Source: an optimization exercise on an open RTL-to-GDS flow (aim: small area). Production flows keep margins and buffers that such runs may drop.
At most, simulation tests tie the RTL to the original design; equivalence was not proved.
For run 1, only the layout was checked, not whether the RTL still works.
The flow treats the clock pin as an ideal source, which a real chip does not have.
No activity file was given, so power comes from the tool's default toggle rates.

File: design.v
`timescale 1ns / 1ps
module game_clock(
    input clk,
    input rst,
    output tick,
    output pix_en,
    output sample_en,
    output sample_clock
);
    reg [9:0] cnt;
    always @(posedge clk)
        if (rst) cnt <= 0;
        else cnt <= cnt + 1'b1;
    assign tick = &cnt;
    assign pix_en = (cnt[1:0] == 2'b00);
    assign sample_en = ~cnt[6] & (&cnt[5:0]);
    assign sample_clock = cnt[6];
endmodule
`timescale 1ns / 1ps
module nes_controller(
    input clk,
    input rst,
    input sample_en,
    input sample_clock,
    input data1,
    input data2,
    output c_clk,
    output latch,
    output reg [1:0] btn1,
    output reg [1:0] btn2,
    output reg other
);
    reg [3:0] stage;
    wire [3:0] stage_inc;
    incdec #(4) SI(.a(stage), .en(sample_en), .up(1'b1), .s(stage_inc));
    always @(posedge clk)
        if (rst | (sample_en & (stage == 4'd9))) stage <= 4'd0;
        else stage <= stage_inc;
    assign latch = (stage == 4'd0);
    assign c_clk = (stage != 4'd0) & (stage != 4'd9) & sample_clock;
    wire k1 = ~data1;	 
    wire k2 = ~data2;
    reg a_o1, a_o2, a_p10, a_p11, a_p20, a_p21;
    always @(posedge clk)
        if (sample_en) begin
            case (stage)
                4'd1: begin a_o1 <= k1; a_o2 <= k2; end
                4'd2, 4'd3: begin a_o1 <= a_o1 | k1; a_o2 <= a_o2 | k2; end
                4'd4: begin a_o1 <= a_o1 | k1; a_p20 <= k2; end
                4'd5: begin a_p10 <= k1; a_p21 <= k2; end
                4'd6: begin a_p11 <= k1; a_p20 <= a_p20 | k2; end
                4'd7: begin a_p10 <= a_p10 | k1; a_p21 <= a_p21 | k2; end
                4'd8: begin a_p11 <= a_p11 | k1; a_o2 <= a_o2 | k2; end
                default: ;
            endcase
        end
    always @(posedge clk)
        if (rst) begin
            btn1 <= 2'b00; btn2 <= 2'b00; other <= 1'b0;
        end else if (sample_en && stage == 4'd9) begin
            btn1 <= {a_p11, a_p10};
            btn2 <= {a_p21, a_p20};
            other <= a_o1 & a_o2;
        end
endmodule
`timescale 1ns / 1ps
module ball_logic(
    input clk,
    input hard_reset,
    input tick,
    input [1:0] btn1,
    input [1:0] btn2,
    input other,
    output reg [9:0] bx,
    output reg [8:0] by,
    output reg [9:1] p1x1,
    output reg [9:0] p1x2,
    output reg [9:1] p2x1,
    output reg [9:0] p2x2,
    output reg game_end,
    output reg hit
);
    reg fresh;		 
    reg xinc, yinc;
    reg [4:0] nhit;	 
    reg [1:0] m1, m2;	 
    wire sreset = hard_reset | (tick & game_end & other);
    wire step = tick & ~game_end;
    wire [9:0] x;
    wire [8:0] y;
    incdec #(10) XN(.a(bx), .en(step & ~fresh), .up(xinc), .s(x));
    incdec #(9) YN(.a(by), .en(step & ~fresh), .up(yinc), .s(y));
    wire top_edge = (y <= 9'd5) & ~yinc;
    wire bot_edge = (y >= 9'd355) & yinc;
    wire [9:1] qx1 = yinc ? p2x1 : p1x1;
    wire [9:0] qx2 = yinc ? p2x2 : p1x2;
    wire below, above;
    lt_ripple #(10) LT1(.a(x), .b({qx1, 1'b0}), .y(below));
    lt_ripple #(10) LT2(.a(qx2), .b(x), .y(above));
    wire miss = below | above;
    wire edge_ = top_edge | bot_edge;
    wire hit_now = edge_ & ~miss;
    wire miss_now = edge_ & miss;
    wire xinc_n = (x <= 10'd2 && !xinc) ? 1'b1 : (x >= 10'd636 && xinc) ? 1'b0 : xinc;
    wire yinc_n = top_edge ? 1'b1 : bot_edge ? 1'b0 : yinc;
    wire [4:0] nhit_n;
    incdec #(5) NH(.a(nhit), .en(step & hit_now & (nhit != 5'd22)), .up(1'b1), .s(nhit_n));
    always @(posedge clk) begin
        bx <= sreset ? 10'd20 : x;
        by <= sreset ? 9'd20 : y;
        nhit <= sreset ? 5'd0 : nhit_n;
    end
    always @(posedge clk)
        if (sreset) begin
            game_end <= 1'b0;
            fresh <= 1'b1;
            xinc <= 1'b1;
            yinc <= 1'b1;
            hit <= 1'b0;
        end else if (step) begin
            fresh <= 1'b0;
            xinc <= xinc_n;
            if (!miss_now) yinc <= yinc_n;
            game_end <= miss_now;
            hit <= hit_now;
        end
    wire chg1 = hit & ~nhit[0] & (nhit <= 5'd20);
    wire chg2 = hit & nhit[0] & (nhit >= 5'd3) & (nhit <= 5'd21);
    wire left1 = fresh | (m1 == 2'b11 ? (p1x1[9:2] != 0) : (m1 == 2'b01) ? 1'b1 : (p1x1 != 0));
    wire left2 = fresh | (m2 == 2'b11 ? (p2x1[9:2] != 0) : (m2 == 2'b01) ? 1'b1 : (p2x1 != 0));
    wire room1 = fresh | (m1 == 2'b11 ? (p1x2 < 10'd642) : (m1 == 2'b01) ? (p1x2 < 10'd638) : (p1x2 < 10'd640));
    wire room2 = fresh | (m2 == 2'b11 ? (p2x2 < 10'd642) : (m2 == 2'b01) ? (p2x2 < 10'd638) : (p2x2 < 10'd640));
    always @(posedge clk)
        if (tick) begin
            m1 <= (btn1 == 2'd1 && left1) ? 2'b11 : (btn1 == 2'd2 && room1) ? 2'b01 : 2'b00;
            m2 <= (btn2 == 2'd1 && left2) ? 2'b11 : (btn2 == 2'd2 && room2) ? 2'b01 : 2'b00;
        end
    wire pstep = step & ~fresh;
    wire pload = hard_reset | (step & fresh);
    wire [9:1] p1x1_n, p2x1_n;
    incdec #(9) P1A(.a(p1x1), .en(pstep & m1[0]), .up(~m1[1]), .s(p1x1_n));
    incdec #(9) P2A(.a(p2x1), .en(pstep & m2[0]), .up(~m2[1]), .s(p2x1_n));
    wire [4:0] dx1 = {m1[1], m1[1], m1[1], m1[0], 1'b0} - (chg1 ? 5'd11 : 5'd0);
    wire [4:0] dx2 = {m2[1], m2[1], m2[1], m2[0], 1'b0} - (chg2 ? 5'd11 : 5'd0);
    wire [9:0] p1x2_n, p2x2_n;
    wire [4:0] ex1 = pstep ? dx1 : 5'd0;
    wire [4:0] ex2 = pstep ? dx2 : 5'd0;
    add_ripple #(10) P1B(.a(p1x2), .b({{5{ex1[4]}}, ex1}), .ci(1'b0), .s(p1x2_n));
    add_ripple #(10) P2B(.a(p2x2), .b({{5{ex2[4]}}, ex2}), .ci(1'b0), .s(p2x2_n));
    always @(posedge clk) begin
        p1x1 <= pload ? 9'd130 : p1x1_n;
        p2x1 <= pload ? 9'd130 : p2x1_n;
        p1x2 <= pload ? 10'd410 : p1x2_n;
        p2x2 <= pload ? 10'd410 : p2x2_n;
    end
endmodule
`timescale 1ns / 1ps
module beep_for_wall(
    input clk,
    input rst,
    input e,
    input game_end,
    output reg speaker
);
    reg [19:0] bc;
    reg [14:0] bcount;
    reg ton;
    wire bwrap = (bcount == 15'd16484);
    wire bend = (bc == 20'h80000);
    wire enable = e & ~game_end;
    always @(posedge clk)
        if (rst) begin
            bc <= 20'd0; bcount <= 15'd1;
        end else if (ton) begin
            bc <= {bc[18:0], bc[19] ^ bc[16] ^ (bc[18:0] == 19'd0)};
            bcount <= bwrap ? 15'd1 : {bcount[13:0], bcount[14] ^ bcount[13]};
        end
    always @(posedge clk)
        if (rst) begin
            ton <= 1'b0; speaker <= 1'b0;
        end else if (enable) ton <= 1'b1;
        else if (game_end) begin
            ton <= 1'b0; speaker <= 1'b0;
        end else if (ton) begin
            if (bend) begin
                ton <= 1'b0; speaker <= 1'b0;
            end else if (bwrap) speaker <= ~speaker;
        end
endmodule
`timescale 1ns / 1ps
module lt_ripple #(parameter W = 10) (
    input [W-1:0] a,
    input [W-1:0] b,
    output y
);
    wire [W:0] c;
    assign c[0] = 1'b0;
    genvar i;
    generate for (i = 0; i < W; i = i + 1) begin : g
        assign c[i+1] = (~a[i] & b[i]) | (~a[i] & c[i]) | (b[i] & c[i]);
    end endgenerate
    assign y = c[W];
endmodule
module incdec #(parameter W = 10) (
    input [W-1:0] a,
    input en,
    input up,
    output [W-1:0] s
);
    wire [W:0] c;
    assign c[0] = en;
    genvar i;
    generate for (i = 0; i < W; i = i + 1) begin : g
        assign s[i] = a[i] ^ c[i];
        assign c[i+1] = c[i] & (a[i] ^ ~up);
    end endgenerate
endmodule
module add_ripple #(parameter W = 10) (
    input [W-1:0] a,
    input [W-1:0] b,
    input ci,
    output [W-1:0] s
);
    wire [W:0] c;
    assign c[0] = ci;
    genvar i;
    generate for (i = 0; i < W; i = i + 1) begin : g
        assign s[i] = a[i] ^ b[i] ^ c[i];
        assign c[i+1] = (a[i] & b[i]) | (a[i] & c[i]) | (b[i] & c[i]);
    end endgenerate
endmodule
`timescale 1ns / 1ps
module vga_display(
    input clk,
    input rst,
    input pix_en,
    input [9:1] p1x1,
    input [9:0] p1x2,
    input [9:1] p2x1,
    input [9:0] p2x2,
    input [9:0] bx,
    input [8:0] by,
    output hsync,
    output vsync,
    output [2:0] red,
    output [2:0] green,
    output [2:0] blue
);
    reg [9:0] h;
    reg [8:0] v;
    wire hwrap = pix_en & (h == 10'd655);
    wire vwrap = hwrap & (v == 9'd399);
    wire [9:0] h_inc;
    wire [8:0] v_inc;
    incdec #(10) HI(.a(h), .en(pix_en), .up(1'b1), .s(h_inc));
    incdec #(9) VI(.a(v), .en(hwrap), .up(1'b1), .s(v_inc));
    always @(posedge clk) begin
        h <= (rst | hwrap) ? 10'd880 : h_inc;
        v <= (rst | vwrap) ? 9'd481 : v_inc;
    end
    assign hsync = ~((h >= 10'd880) & (h <= 10'd975));
    assign vsync = ~((v == 9'd481) | (v == 9'd482));
    wire vis = (h <= 10'd640) & (v <= 9'd360);
    wire border = (h <= 10'd1) | (h >= 10'd639) | (v == 9'd0) | (v == 9'd360);
    wire [9:1] qx1 = v[8] ? p2x1 : p1x1;
    wire [9:0] qx2 = v[8] ? p2x2 : p1x2;
    wire left_of, right_of;
    lt_ripple #(10) LT1(.a(h), .b({qx1, 1'b0}), .y(left_of));
    lt_ripple #(10) LT2(.a(qx2), .b(h), .y(right_of));
    wire pad = ~left_of & ~right_of & (((v != 9'd0) & (v < 9'd7)) | ((v > 9'd353) & (v < 9'd360)));
    wire [9:0] e;
    wire [8:0] f;
    add_ripple #(10) EX(.a(h), .b(~bx), .ci(1'b1), .s(e));
    add_ripple #(9) EY(.a(v), .b(~by), .ci(1'b1), .s(f));
    wire ex_ok = (e[9:3] == 7'h00) | (e[9:3] == 7'h7f);
    wire ey_ok = (f[8:3] == 6'h00) | (f[8:3] == 6'h3f);
    wire [2:0] ax = e[3] ? (~e[2:0] + 1'b1) : e[2:0];
    wire [2:0] ay = f[3] ? (~f[2:0] + 1'b1) : f[2:0];
    wire nx = e[3] ? e[2] : (~e[2] | (e[1:0] == 2'b00));
    wire ny = f[3] ? f[2] : (~f[2] | (f[1:0] == 2'b00));
    wire [5:0] sq = ax * ax + ay * ay;
    wire ball = ex_ok & ey_ok & nx & ny & (sq < 6'd25);
    wire c1 = vis & (border | pad);
    wire c2 = vis & ~border & ~pad & ball;
    assign red = {3{c1 | c2}};
    assign green = {c1 | c2, c1 | c2, c1};
    assign blue = {1'b0, c1, c1};
endmodule
`timescale 1ns / 1ps
module pong_main(
    input clk,
    input hard_reset,
    input data1,
    input data2,
    output c_clk,
    output latch,
    output wire hsync,
    output wire vsync,
    output wire [2:0] red,
    output wire [2:0] green,
    output wire [2:0] blue,
    output wire speaker
);
    wire tick, pix_en, sample_en, sample_clock;
    wire [1:0] btn1, btn2;
    wire other;
    wire [9:0] bx, p1x2, p2x2;
    wire [9:1] p1x1, p2x1;
    wire [8:0] by;
    wire game_end, hit;
    game_clock TB(.clk(clk), .rst(hard_reset), .tick(tick), .pix_en(pix_en),
        .sample_en(sample_en), .sample_clock(sample_clock));
    nes_controller NES(.clk(clk), .rst(hard_reset), .sample_en(sample_en),
        .sample_clock(sample_clock), .data1(data1), .data2(data2),
        .c_clk(c_clk), .latch(latch), .btn1(btn1), .btn2(btn2), .other(other));
    ball_logic GAME(.clk(clk), .hard_reset(hard_reset), .tick(tick),
        .btn1(btn1), .btn2(btn2), .other(other), .bx(bx), .by(by),
        .p1x1(p1x1), .p1x2(p1x2), .p2x1(p2x1), .p2x2(p2x2),
        .game_end(game_end), .hit(hit));
    beep_for_wall BEEP(.clk(clk), .rst(hard_reset), .e(hit), .game_end(game_end),
        .speaker(speaker));
    vga_display VGA(.clk(clk), .rst(hard_reset), .pix_en(pix_en),
        .p1x1(p1x1), .p1x2(p1x2), .p2x1(p2x1), .p2x2(p2x2),
        .bx(bx), .by(by),
        .hsync(hsync), .vsync(vsync), .red(red), .green(green), .blue(blue));
endmodule
File: flow/run.sh
#!/bin/bash
# Layout flow: the standard flow (standard.sh), except that the
# combinational logic of the standard synthesis is mapped again by ABC with
# an area-oriented script. The registers of the standard synthesis are kept
# as they are (same instances, names and cells); the re-mapped netlist is
# proven equivalent to the standard one before it is used, else the
# standard netlist is kept. Every tool writes its full output to a log here.
set -euo pipefail
W=$(pwd)
F=$W/flow
R=$W/orfs/results/$FLOW_PLATFORM/pong_main/base
PDIR=$FLOW_HOME/platforms/$FLOW_PLATFORM
LIB=$(ls $PDIR/lib/sky130_fd_sc_hd__tt_025C_1v80.lib)
YOSYS=yosys
if [[ -x $FLOW_HOME/../tools/install/yosys/bin/yosys ]]; then
  YOSYS=$FLOW_HOME/../tools/install/yosys/bin/yosys
fi

# 1. standard synthesis
bash standard.sh synth > $W/log_1_standard_synth.log 2>&1
cp $R/1_2_yosys.v $W/std_synth.v

# 2. re-map the combinational logic: ABC's deepsyn with a few random seeds
# in parallel, keeping the smallest result
SEQ=$(awk '/^[ \t]*cell[ \t]*\(/{match($0,/"[^"]+"/); c=substr($0,RSTART+1,RLENGTH-2)} /^[ \t]*(ff|latch|ff_bank|statetable)[ \t]*\(/{print c}' $LIB | sort -u | tr '\n' ' ')
DU=$(sed -n '/DONT_USE_CELLS/,/^$/p' $PDIR/config.mk | grep -o "sky130_fd_sc_hd__[a-z0-9_]*" | sed 's/^/-dont_use /' | tr '\n' ' ')
remap() {
  local k=$1
  printf '&get -n\n&st\n&deepsyn -T 150 -S %s\n&put\ndch -f\namap\ntopo\n' $k > $W/area_$k.abc
  cat > $W/remap_$k.ys <<EOY
read_liberty -ignore_miss_func $LIB
blackbox $SEQ sky130_fd_sc_hd__conb_1
read_verilog $W/std_synth.v
hierarchy -top $FLOW_TOP
flatten
opt -purge
abc -liberty $LIB $DU -script $W/area_$k.abc
opt_clean -purge
select $FLOW_TOP
write_verilog -selected -noattr -noexpr -nohex -nodec $W/remap_raw_$k.v
design -reset
read_liberty -lib -ignore_miss_func $LIB
read_verilog $W/remap_raw_$k.v
hierarchy -top $FLOW_TOP
hilomap -singleton -hicell sky130_fd_sc_hd__conb_1 HI -locell sky130_fd_sc_hd__conb_1 LO
insbuf -buf sky130_fd_sc_hd__buf_4 A X
splitnets
opt_clean -purge
check -assert
tee -o $W/remap_area_$k.txt stat -liberty $LIB
write_verilog -noattr -noexpr -nohex -nodec $W/remap_$k.v
EOY
  $YOSYS -s $W/remap_$k.ys > $W/log_2_remap_$k.log 2>&1 || rm -f $W/remap_$k.v
}
for k in 1 2 3 4; do remap $k & done
wait
ok=0
best=""
for k in 1 2 3 4; do
  if [[ -s $W/remap_$k.v ]]; then
    a=$(grep "Chip area" $W/remap_area_$k.txt | awk "{print \$NF}" || true)
    echo "seed $k: $a" >> $W/remap_areas.txt
    if [[ -z "$best" ]] || awk -v a=$a -v b=$barea 'BEGIN{exit !(a < b)}'; then best=$k; barea=$a; fi
  fi
done
if [[ -n "$best" ]]; then cp $W/remap_$best.v $W/remap.v; ok=1; echo "chosen: seed $best" >> $W/remap_areas.txt; fi

# 3. the registers must be the standard synthesis's, and the logic the same
regs() { grep -E "^ *sky130_fd_sc_hd__[a-z0-9_]+ " "$1" | awk -v seq=" $SEQ " '{ if (index(seq, " " $1 " ")) print $1, $2 }' | sort; }
if [[ $ok == 1 ]]; then
  regs $W/std_synth.v > $W/regs_std.txt
  regs $W/remap.v > $W/regs_remap.txt
  if ! cmp -s $W/regs_std.txt $W/regs_remap.txt || [[ ! -s $W/regs_std.txt ]]; then ok=0; fi
fi
if [[ $ok == 1 ]]; then
  cat > $W/equiv.ys <<EOY
read_liberty -ignore_miss_func $LIB
read_verilog $W/std_synth.v
rename $FLOW_TOP gold
read_verilog $W/remap.v
rename $FLOW_TOP gate
hierarchy -check
flatten gold gate
opt_clean
equiv_make gold gate equiv
hierarchy -top equiv
equiv_simple -undef
equiv_induct -undef
equiv_status -assert
EOY
  $YOSYS -s $W/equiv.ys > $W/log_3_equiv.log 2>&1 || ok=0
fi
echo "remap used: $ok" > $W/remap_status.txt
if [[ $ok == 1 ]]; then
  cp $W/remap.v $R/1_2_yosys.v
  rm -f $R/1_synth.odb $R/1_synth.sdc
  touch $R/1_2_yosys.v
fi

# 4. the rest of the standard flow, with a clock tree of small buffers and
# no dummy loads, clock buffers then downsized where the clock slew allows,
# and the smallest buffer on each port
export BUFFER_PORTS_ARGS="-buffer_cell sky130_fd_sc_hd__buf_1"
export POST_CTS_TCL=$F/downsize.tcl
export CTS_ARGS="-sink_clustering_enable -repair_clock_nets -dont_use_dummy_load -buf_list sky130_fd_sc_hd__clkbuf_8"
bash standard.sh finish > $W/log_4_standard_finish.log 2>&1
File: flow/downsize.tcl
set ds_slew_limit 0.110
set ds_sizes {sky130_fd_sc_hd__clkbuf_1 sky130_fd_sc_hd__clkbuf_2 sky130_fd_sc_hd__clkbuf_4}
proc ds_max_clk_slew {} {
  set mx 0
  foreach pin [get_pins -hierarchical */CLK] {
    set s [get_property $pin slew_max]
    if {$s > $mx} { set mx $s }
  }
  return $mx
}
estimate_parasitics -placement
set ds_bufs {}
foreach inst [get_cells *] {
  set m [get_property $inst ref_name]
  if {[string match "sky130_fd_sc_hd__clkbuf_*" $m] && [string match "clkbuf_*" [get_property $inst name]]} {
    lappend ds_bufs $inst
  }
}
puts "downsize: [llength $ds_bufs] clock buffers, max clock slew [ds_max_clk_slew]"
foreach inst $ds_bufs {
  set orig [get_property $inst ref_name]
  foreach size $ds_sizes {
    if {$size == $orig} { break }
    if {[catch { replace_cell $inst $size } err]} { continue }
    estimate_parasitics -placement
    if {[ds_max_clk_slew] <= $ds_slew_limit} {
      puts "downsize: [get_property $inst name] $orig -> $size"
      break
    }
    replace_cell $inst $orig
    estimate_parasitics -placement
  }
}
puts "downsize: max clock slew now [ds_max_clk_slew]"
File: standard.sh
#!/bin/bash
# synth_recipe.tcl (not shown) runs the flow's synth.tcl, then flattens the netlist and writes it again
# the make line also repeats each setting of config.mk as NAME=value (left out here)
make -C /OpenROAD-flow-scripts/flow DESIGN_CONFIG=/design/flow/config.mk WORK_HOME=/design/flow/orfs CLKGATE_MAP_FILE= SYNTH_SCRIPT=/design/flow/synth_recipe.tcl "${@:-finish}"
File: config.mk
export PLATFORM = sky130hd
export DESIGN_NAME = pong_main
export DESIGN_NICKNAME = pong_main
export VERILOG_FILES = /design/flow/design.v
export SDC_FILE = /design/flow/constraint.sdc
export NUM_CORES = 4
export LEC_CHECK = 0
export ABC_AREA = 1
export CAP_MARGIN = 20
export CORE_MARGIN = 2
export CORE_UTILIZATION = 60
export SLEW_MARGIN = 20
File: constraint.sdc
create_clock -name core_clock -period 20.0 [get_ports {clk}]
set_input_delay 4.0000 -clock core_clock [delete_from_list [all_inputs] [get_ports {clk}]]
set_output_delay 4.0000 -clock core_clock [all_outputs]
set_load 0.01 [all_outputs]
==> impl_metrics.yaml, run 1 <==
sta:
  fmax_ghz: 0.1111
  slew_viol_final: 0
  setup_viol: 0
  worstMarginPinSlew_ps: 1047
  fin_setup_tns_ps: 0
  clock_skew_ps: 41.63
  rsz0062_at_grt: "no"
  hold_violations: 0
  final.min_clock_period_ps: 8997
  period_share: 0.4499
  worst_slack_ps: 11000
  maxSlewHeadroom: 0.3005
critical_path:
  reg2reg_depth: 32
  crit_chain: "clkinv_1, a221oi_1, o21ai_0, a222oi_1, o21ai_0, o221a_1, a21oi_1, nor2_1, a221oi_1, nor2_1, o21a_1, a21oi_1, a21boi_0, nor2b_1, nor2_1, nor2b_1, nor2_1, a41o_1, buf_1"
  max_stage_delay_ps: 840
  r2r_slack_ps: 12840
  rr_endpoint: "GAME.nhit[4]"
  critPathCaptureType: "output port"
  worstSetupEndpoint: "green[1]"
  regToRegStartpoint: "TB.cnt[0]"
  worst_ep_arrival_time_ps: 5000
  cp_common_cell: "nor2_1"
  cp_slowest_cell: "dfxtp_1"
  required_ps: 16000
  worstSetupStartpoint: "VGA.v[8]"
  start_kind: "flop"
  critical_path.max_fanout: 25
  crit_type: "reg2out"
die:
  fp.dieW_um: 119.0
  die_area_um2: 14170
  die_h_um: 119.0
  ios: 18
  start_util: 0.6067
  fp-row-count: 42
  core-area_um2: 13090
yosys:
  synth_area_um2: 7939
  synth_nets: 1100
  postSynthAreaPerCell_um2: 7.243
  yosys_warnings: 5
  netlist_instances: 1096
placement:
  dp_hpwl_mm: 15.41
  pre_cts_slack_ps: 11830
  place.gp.congestion: 0.9750
  numPortBuffers: 16
detailed_routing:
  avgViaCountPerCell: 6.055
  drc_errors: 0
  ant_nets: 0
  drtPass1Iterations: 26
  drt_iter0_markers: 685
  route.vias.total: 7883
  wirelength_mm: 20.23
  wl_per_cell_um: 15.53
cts:
  clk_latency_ps: 770
  cts_tree: "done"
  clock_sinks: 152
  clkSlewWorstSetupHoldPaths_ps: 80
global_routing:
  grt_pass1_vias: 7054
  grt.overflow.total: 0
  grt_pass1_wl_mm: 33.84
  grt_max_degree: 34
  antenna_found_initial: 1
  grt_util_all_layers: 0.2955
outcome:
  outcome: "timing/DRC/antenna clean"
pwr:
  pwr_density_cell_nw_per_um2: 56.25
  ir_drop_mv: 0.05268
  power_leakage_nw: 2.833
cells_and_area:
  synthToLayoutAreaGrowth_pct: 5.437
  fin_nets: 1131
  fill_cells: 1229
  drive_above_1_share: 0.01867
worst_hold_path:
  hold_class: "reg2reg"
  min_from: "TB.cnt[0]"
run:
  maxCapViolations: 0
==> critical path: cells and delay by family (launching register included) <==
kind,cells,cell delay (ps)
AO/OA/AOI/OAI,11,2030
buffers and inverters,2,850
flip-flops,1,840
AND/OR/NAND/NOR,6,530
==> power by group <==
part / switching (W) / internal [W]
combinational: 0.00000952 / 0.00000329
clock: 0.0000962 / 0.0000546
sequential: 0.00000102 / 0.000306
total: 0.000107 / 0.000364
==> registers in the layout, indices dropped and copies added, names as in the netlist, 2 cells and up <==
| name | count |
|---|---|
| NES.btn2 | 2 |
| GAME.p2x1 | 9 |
| GAME.p2x2 | 10 |
| TB.cnt | 10 |
| BEEP.bcount | 15 |
| GAME.nhit | 5 |
| GAME.p1x1 | 9 |
| GAME.bx | 10 |
| VGA.h | 10 |
| GAME.by | 9 |
| BEEP.bc | 20 |
| GAME.p1x2 | 10 |
| GAME.m2 | 2 |
| NES.btn1 | 2 |
| GAME.m1 | 2 |
| NES.stage | 4 |
| VGA.v | 9 |
==> metrics by stage <==
step	power (W)	instance area, um2	utilization	hold WS (ps)	std cells
after floorplan	0.0003221	7939	-	402.6	1096
after global placement	0.0003268	8193	0.6261	417.3	1284
after detailed placement	0.0003270	8193	0.6261	423.5	1284
after global routing	0.0004878	8371	0.6397	492.7	1302
final	0.0004708	8371	0.6397	442.0	1302
==> routing by layer <==
metal | GRT usage | part of all wire | up-vias
li1 | - | - | 4044
met1 | 0.3940 | 0.47 | 3560
met2 | 0.4655 | 0.45 | 231
met3 | 0.06466 | 0.056 | 48
met4 | 0.1205 | 0.030 | 0
met5 | 0 | 0 | -
==> worst min path at each step <==
stage / to / slack [ps] / depth (start not counted)
2_1_floorplan: TB.cnt[0] / 400 / 1
3_3_place_gp: TB.cnt[0] / 420 / 1
3_5_place_dp: TB.cnt[0] / 420 / 1
5_1_grt: BEEP.bcount[10] / 490 / 2
6_report: TB.cnt[0] / 440 / 1
==> placed cells by master (no fill, tap or decap), types with 3 or more instances in the layout <==
cell and n:
a221oi_1 13, or2_0 5, o311ai_0 3, clkinv_1 182, nor2_1 196, a31oi_1 3
and2_0 4, nand2_1 75, dfxtp_1 142, a31o_1 3, nand3_1 13, o221ai_1 25
or4_1 3, buf_4 3, o22ai_1 83, buf_1 16, nor3_1 49, a22oi_1 23
edfxtp_1 10, nor2b_1 8, o21a_1 12, a222oi_1 5, a211oi_1 25, o21ai_0 92
and3_1 6, clkbuf_4 8, nor4_1 11, a21oi_1 53, clkbuf_8 8, o211ai_1 6
nand4_1 13
==> area by class of cell <==
cell class | count | area [um2] | share of cell area
antenna | 1 | 2.502 | 0.0002990
clock buffer | 17 | 175.2 | 0.02093
inverter | 182 | 683.2 | 0.08161
multi-input combinational | 755 | 4064 | 0.4855
sequential | 152 | 3143 | 0.3755
tap | 176 | 220.2 | 0.02631
timing repair buffer | 19 | 82.58 | 0.009865
==> run 2, diff against run 1 <==
--- a/design.v
+++ b/design.v
@@ -73,4 +73,7 @@
     input other,
-    output reg [9:0] bx,
-    output reg [8:0] by,
+    output reg [9:0] x,
+    output reg [8:0] y,
+    output reg xinc,
+    output reg yinc,
+    output reg fresh,
     output reg [9:1] p1x1,
@@ -82,4 +85,2 @@
 );
-    reg fresh;		 
-    reg xinc, yinc;
     reg [4:0] nhit;	 
@@ -87,7 +88,2 @@
     wire sreset = hard_reset | (tick & game_end & other);
-    wire step = tick & ~game_end;
-    wire [9:0] x;
-    wire [8:0] y;
-    incdec #(10) XN(.a(bx), .en(step & ~fresh), .up(xinc), .s(x));
-    incdec #(9) YN(.a(by), .en(step & ~fresh), .up(yinc), .s(y));
     wire top_edge = (y <= 9'd5) & ~yinc;
@@ -105,7 +101,12 @@
     wire yinc_n = top_edge ? 1'b1 : bot_edge ? 1'b0 : yinc;
+    wire step = tick & ~game_end;
+    wire [9:0] x_n;
+    wire [8:0] y_n;
     wire [4:0] nhit_n;
+    incdec #(10) XN(.a(x), .en(step), .up(xinc_n), .s(x_n));
+    incdec #(9) YN(.a(y), .en(step & ~miss_now), .up(yinc_n), .s(y_n));
     incdec #(5) NH(.a(nhit), .en(step & hit_now & (nhit != 5'd22)), .up(1'b1), .s(nhit_n));
     always @(posedge clk) begin
-        bx <= sreset ? 10'd20 : x;
-        by <= sreset ? 9'd20 : y;
+        x <= sreset ? 10'd20 : x_n;
+        y <= sreset ? 9'd20 : y_n;
         nhit <= sreset ? 5'd0 : nhit_n;
@@ -240,4 +241,8 @@
     input [9:0] p2x2,
-    input [9:0] bx,
-    input [8:0] by,
+    input [9:0] x,
+    input [8:0] y,
+    input xinc,
+    input yinc,
+    input fresh,
+    input game_end,
     output hsync,
@@ -272,10 +277,14 @@
     wire [8:0] f;
-    add_ripple #(10) EX(.a(h), .b(~bx), .ci(1'b1), .s(e));
-    add_ripple #(9) EY(.a(v), .b(~by), .ci(1'b1), .s(f));
+    add_ripple #(10) EX(.a(h), .b(~x), .ci(1'b1), .s(e));
+    add_ripple #(9) EY(.a(v), .b(~y), .ci(1'b1), .s(f));
     wire ex_ok = (e[9:3] == 7'h00) | (e[9:3] == 7'h7f);
     wire ey_ok = (f[8:3] == 6'h00) | (f[8:3] == 6'h3f);
-    wire [2:0] ax = e[3] ? (~e[2:0] + 1'b1) : e[2:0];
-    wire [2:0] ay = f[3] ? (~f[2:0] + 1'b1) : f[2:0];
-    wire nx = e[3] ? e[2] : (~e[2] | (e[1:0] == 2'b00));
-    wire ny = f[3] ? f[2] : (~f[2] | (f[1:0] == 2'b00));
+    wire [4:0] sx = fresh ? 5'd0 : (xinc ? 5'd1 : 5'h1f);
+    wire [4:0] sy = (fresh | game_end) ? 5'd0 : (yinc ? 5'd1 : 5'h1f);
+    wire [4:0] ex = {e[3], e[3:0]} + sx;
+    wire [4:0] ey = {f[3], f[3:0]} + sy;
+    wire [2:0] ax = ex[4] ? (~ex[2:0] + 1'b1) : ex[2:0];
+    wire [2:0] ay = ey[4] ? (~ey[2:0] + 1'b1) : ey[2:0];
+    wire nx = (ex[4:2] == 3'b000) | (ex[4:2] == 3'b111) | (ex == 5'd4);
+    wire ny = (ey[4:2] == 3'b000) | (ey[4:2] == 3'b111) | (ey == 5'd4);
     wire [5:0] sq = ax * ax + ay * ay;
@@ -306,6 +315,6 @@
     wire other;
-    wire [9:0] bx, p1x2, p2x2;
+    wire [9:0] x, p1x2, p2x2;
     wire [9:1] p1x1, p2x1;
-    wire [8:0] by;
-    wire game_end, hit;
+    wire [8:0] y;
+    wire xinc, yinc, fresh, game_end, hit;
     game_clock TB(.clk(clk), .rst(hard_reset), .tick(tick), .pix_en(pix_en),
@@ -316,3 +325,4 @@
     ball_logic GAME(.clk(clk), .hard_reset(hard_reset), .tick(tick),
-        .btn1(btn1), .btn2(btn2), .other(other), .bx(bx), .by(by),
+        .btn1(btn1), .btn2(btn2), .other(other), .x(x), .y(y),
+        .xinc(xinc), .yinc(yinc), .fresh(fresh),
         .p1x1(p1x1), .p1x2(p1x2), .p2x1(p2x1), .p2x2(p2x2),
@@ -323,3 +333,3 @@
         .p1x1(p1x1), .p1x2(p1x2), .p2x1(p2x1), .p2x2(p2x2),
-        .bx(bx), .by(by),
+        .x(x), .y(y), .xinc(xinc), .yinc(yinc), .fresh(fresh), .game_end(game_end),
         .hsync(hsync), .vsync(vsync), .red(red), .green(green), .blue(blue));
--- a/flow/run.sh
+++ b/flow/run.sh
@@ -22,10 +22,6 @@
 
-# 2. re-map the combinational logic: ABC's deepsyn with a few random seeds
-# in parallel, keeping the smallest result
+# 2. re-map the combinational logic
 SEQ=$(awk '/^[ \t]*cell[ \t]*\(/{match($0,/"[^"]+"/); c=substr($0,RSTART+1,RLENGTH-2)} /^[ \t]*(ff|latch|ff_bank|statetable)[ \t]*\(/{print c}' $LIB | sort -u | tr '\n' ' ')
 DU=$(sed -n '/DONT_USE_CELLS/,/^$/p' $PDIR/config.mk | grep -o "sky130_fd_sc_hd__[a-z0-9_]*" | sed 's/^/-dont_use /' | tr '\n' ' ')
-remap() {
-  local k=$1
-  printf '&get -n\n&st\n&deepsyn -T 150 -S %s\n&put\ndch -f\namap\ntopo\n' $k > $W/area_$k.abc
-  cat > $W/remap_$k.ys <<EOY
+cat > $W/remap.ys <<EOY
 read_liberty -ignore_miss_func $LIB
@@ -36,9 +32,9 @@
 opt -purge
-abc -liberty $LIB $DU -script $W/area_$k.abc
+abc -liberty $LIB $DU -script $F/area.abc
 opt_clean -purge
 select $FLOW_TOP
-write_verilog -selected -noattr -noexpr -nohex -nodec $W/remap_raw_$k.v
+write_verilog -selected -noattr -noexpr -nohex -nodec $W/remap_raw.v
 design -reset
 read_liberty -lib -ignore_miss_func $LIB
-read_verilog $W/remap_raw_$k.v
+read_verilog $W/remap_raw.v
 hierarchy -top $FLOW_TOP
@@ -49,19 +45,7 @@
 check -assert
-tee -o $W/remap_area_$k.txt stat -liberty $LIB
-write_verilog -noattr -noexpr -nohex -nodec $W/remap_$k.v
+stat -liberty $LIB
+write_verilog -noattr -noexpr -nohex -nodec $W/remap.v
 EOY
-  $YOSYS -s $W/remap_$k.ys > $W/log_2_remap_$k.log 2>&1 || rm -f $W/remap_$k.v
-}
-for k in 1 2 3 4; do remap $k & done
-wait
-ok=0
-best=""
-for k in 1 2 3 4; do
-  if [[ -s $W/remap_$k.v ]]; then
-    a=$(grep "Chip area" $W/remap_area_$k.txt | awk "{print \$NF}" || true)
-    echo "seed $k: $a" >> $W/remap_areas.txt
-    if [[ -z "$best" ]] || awk -v a=$a -v b=$barea 'BEGIN{exit !(a < b)}'; then best=$k; barea=$a; fi
-  fi
-done
-if [[ -n "$best" ]]; then cp $W/remap_$best.v $W/remap.v; ok=1; echo "chosen: seed $best" >> $W/remap_areas.txt; fi
+ok=1
+$YOSYS -s $W/remap.ys > $W/log_2_remap.log 2>&1 || ok=0
 
@@ -100,6 +84,4 @@
 # 4. the rest of the standard flow, with a clock tree of small buffers and
-# no dummy loads, clock buffers then downsized where the clock slew allows,
-# and the smallest buffer on each port
+# no dummy loads, and the smallest buffer on each port
 export BUFFER_PORTS_ARGS="-buffer_cell sky130_fd_sc_hd__buf_1"
-export POST_CTS_TCL=$F/downsize.tcl
 export CTS_ARGS="-sink_clustering_enable -repair_clock_nets -dont_use_dummy_load -buf_list sky130_fd_sc_hd__clkbuf_8"
==> flow/area.abc (new file) <==
&get -n
&st
&deepsyn -T 90
&put
dch -f
amap
topo
removed: flow/downsize.tcl
==> impl_metrics.yaml, run 2 <==
outcome:
  outcome: "timing/DRC/antenna clean"
critical_path:
  crit_type: "reg2out"
  reg2reg_depth: 26
  r2r_slack_ps: 14250
  critical_path.max_fanout: 24
  critPathCaptureType: "output port"
  start_kind: "flop"
  regToRegStartpoint: "GAME.yinc"
  required_ps: 16000
  worst_ep_arrival_time_ps: 4790
  rr_endpoint: "GAME.y[8]"
cells_and_area:
  drive_above_1_share: 0.01858
  largest_register: "BEEP.bc"
  multi_input_area_um2: 4063
  register_area_um2: 3143
  mostFrequentLayoutCell: "nor2_1"
  top_regs: "BEEP.bc: 20 flops, BEEP.bcount: 15 flops"
  mostFrequentLayoutCells: "nor2_1, clkinv_1, dfxtp_1"
  finalInstanceArea_um2: 8474
  largest_register_ffs: 20
  fin_nets: 1136
  synthToLayoutAreaGrowth_pct: 6.210
  diodes: 0
  fill_cells: 1259
global_routing:
  antenna_found_initial: 0
  grt_pass1_vias: 7102
  grt_pass1_wl_mm: 34.63
  grt_max_degree: 34
  grt.overflow.total: 0
  grt_util_all_layers: 0.3005
sta:
  worstMarginPinSlew_ps: 1065
  fin_setup_tns_ps: 0
  final.min_clock_period_ps: 8789
  period_share: 0.4394
  setup_viol: 0
  hold_violations: 0
  maxSlewHeadroom: 0.2884
  rsz0062_at_grt: "no"
  slew_viol_final: 0
  clock_skew_ps: 34.65
  fmax_ghz: 0.1138
worst_hold_path:
  min_to: "TB.cnt[0]"
  hold_class: "reg2reg"
  min_from: "TB.cnt[0]"
  hold_depth: 1
detailed_routing:
  avgViaCountPerCell: 6.263
  ant_nets: 0
  drt_iter0_markers: 952
  route.vias.total: 8180
  drtPass1Iterations: 6
  drc_errors: 0
  wl_per_cell_um: 16.16
  wirelength_mm: 21.11
die:
  ios: 18
  start_util: 0.6073
  fp-row-count: 42
  die_area_um2: 14240
  core-area_um2: 13140
  fp.dieW_um: 119.3
  die_h_um: 119.3
cts:
  cts_max_path_buffers: 2
  clock_sinks: 152
  clkSlewWorstSetupHoldPaths_ps: 80
  cts_buffers: 17
  cts_root_buf: "clkbuf_8"
  cts_resized: 0
  cts_hold_buf: 0
  cts_tree: "done"
  htreeDepth: 4
  cts_setup_buffers: 0
  clk_latency_ps: 470
pwr:
  power_frac_seq: 0.618
  p_int_w: 0.0003857
  switching_power_w: 0.0001134
  p_clk_frac: 0.353
  total_power_w: 0.0004991
  combPwrFrac: 0.030
  pwr_density_cell_nw_per_um2: 58.89
  swShare: 0.2272
  power_leakage_nw: 2.736
  ir_drop_mv: 0.05398
placement:
  dp_hpwl_mm: 15.32
  place.gp.congestion: 0.9714
  numPortBuffers: 16
  place_area_um2: 8225
yosys:
  postSynthAreaPerCell_um2: 7.247
  synth_area_um2: 7979
  synth_nets: 1105
  yosys_warnings: 5
  netlist_instances: 1101
run:
  maxCapViolations: 0
==> run 2: through the flow <==
step                        util  hold slack [ps]  worst slack (ps)  instances
after floorplan                -            402.5             12720       1101
after global placement    0.6261            418.6             12040       1288
after detailed placement  0.6261            428.2             11940       1288
after CTS                 0.6439            445.3             11420       1305
after global routing      0.6450            464.4             10960       1306
final                     0.6450            439.4             11210       1306
==> run 2: worst max-delay path by stage <==
stage	endpoint	start	slack, ps	cells past startpoint
finish	red[1]	VGA.v[8]	11210	18
global route	red[0]	VGA.v[8]	10960	15
CTS	red[1]	VGA.v[8]	11420	18
detailed placement	red[1]	VGA.v[8]	11940	18
global placement	green[1]	VGA.v[8]	12040	18
floorplan	green[2]	VGA.v[8]	12720	15
==> run 2: critical path, cell delays in order (launching register included) <==
cell	delay, ps
dfxtp_1	890
clkinv_1	830
o22ai_1	380
nor2_1	80
o221a_1	270
o22ai_1	110
o21ai_0	100
nand3_1	80
o221ai_1	100
o21ai_0	100
o21ai_0	100
o21ai_0	90
a21oi_1	60
a221oi_1	360
nor2b_1	120
nor3_1	180
o31a_1	200
a21oi_1	120
buf_1	160
==> run 2: power groups by stage <==
stage / clock network (W) / registers (W) / logic [W]
after detailed placement: 0 / 0.000315 / 0.0000142
after CTS: 0.000180 / 0.000308 / 0.0000142
final: 0.000176 / 0.000308 / 0.0000148
after global routing: 0.000189 / 0.000308 / 0.0000166
after global placement: 0 / 0.000315 / 0.0000140
after floorplan: 0 / 0.000314 / 0.00000969
==> run 2: cell type report <==
type                            count  share of cell area
Clock buffer                       17             0.02761
Inverter                          193             0.08549
Multi-Input combinational cell    749              0.4794
Sequential cell                   152              0.3709
Tap cell                          176             0.02599
Timing Repair Buffer               19             0.01063
==> run 2: layer usage <==
metal,up-vias,routed length [um],part of all wire,track usage
li1,4075,-,-,-
met1,3733,9828,0.47,0.4178
met2,336,9145,0.43,0.4555
met3,36,1668,0.079,0.06753
met4,0,464,0.022,0.1162
met5,-,0,0,0

## re-timing with driven ports
The results above use ideal ports. As a check the final layouts listed here were re-extracted and re-timed, cells and wires unchanged.
Step 1 (the two cells are an assumption about what drives the block):
set clk [get_ports {clk}]
set_driving_cell -lib_cell sky130_fd_sc_hd__clkbuf_16 $clk
set_driving_cell -lib_cell sky130_fd_sc_hd__buf_2 [delete_from_list [all_inputs] $clk]
Step 2 times the ports against the registers' clock, not the clock port: input delays grow and output delays shrink by t, the midpoint of the rising clock arrivals with the driver on.
Three values: ideal, step 1, step 2; two values: the first two.
run | t, ns | setup WS [ns] | hold slack, ns
run 1 | 0.789 | 11.003 / 10.967 / 11.756 | 0.442 / 0.442 / 0.442
run 2 | 0.494 | 11.211 / 11.173 / 11.668 | 0.439 / 0.439 / 0.439
After both steps every run listed still meets setup and hold.
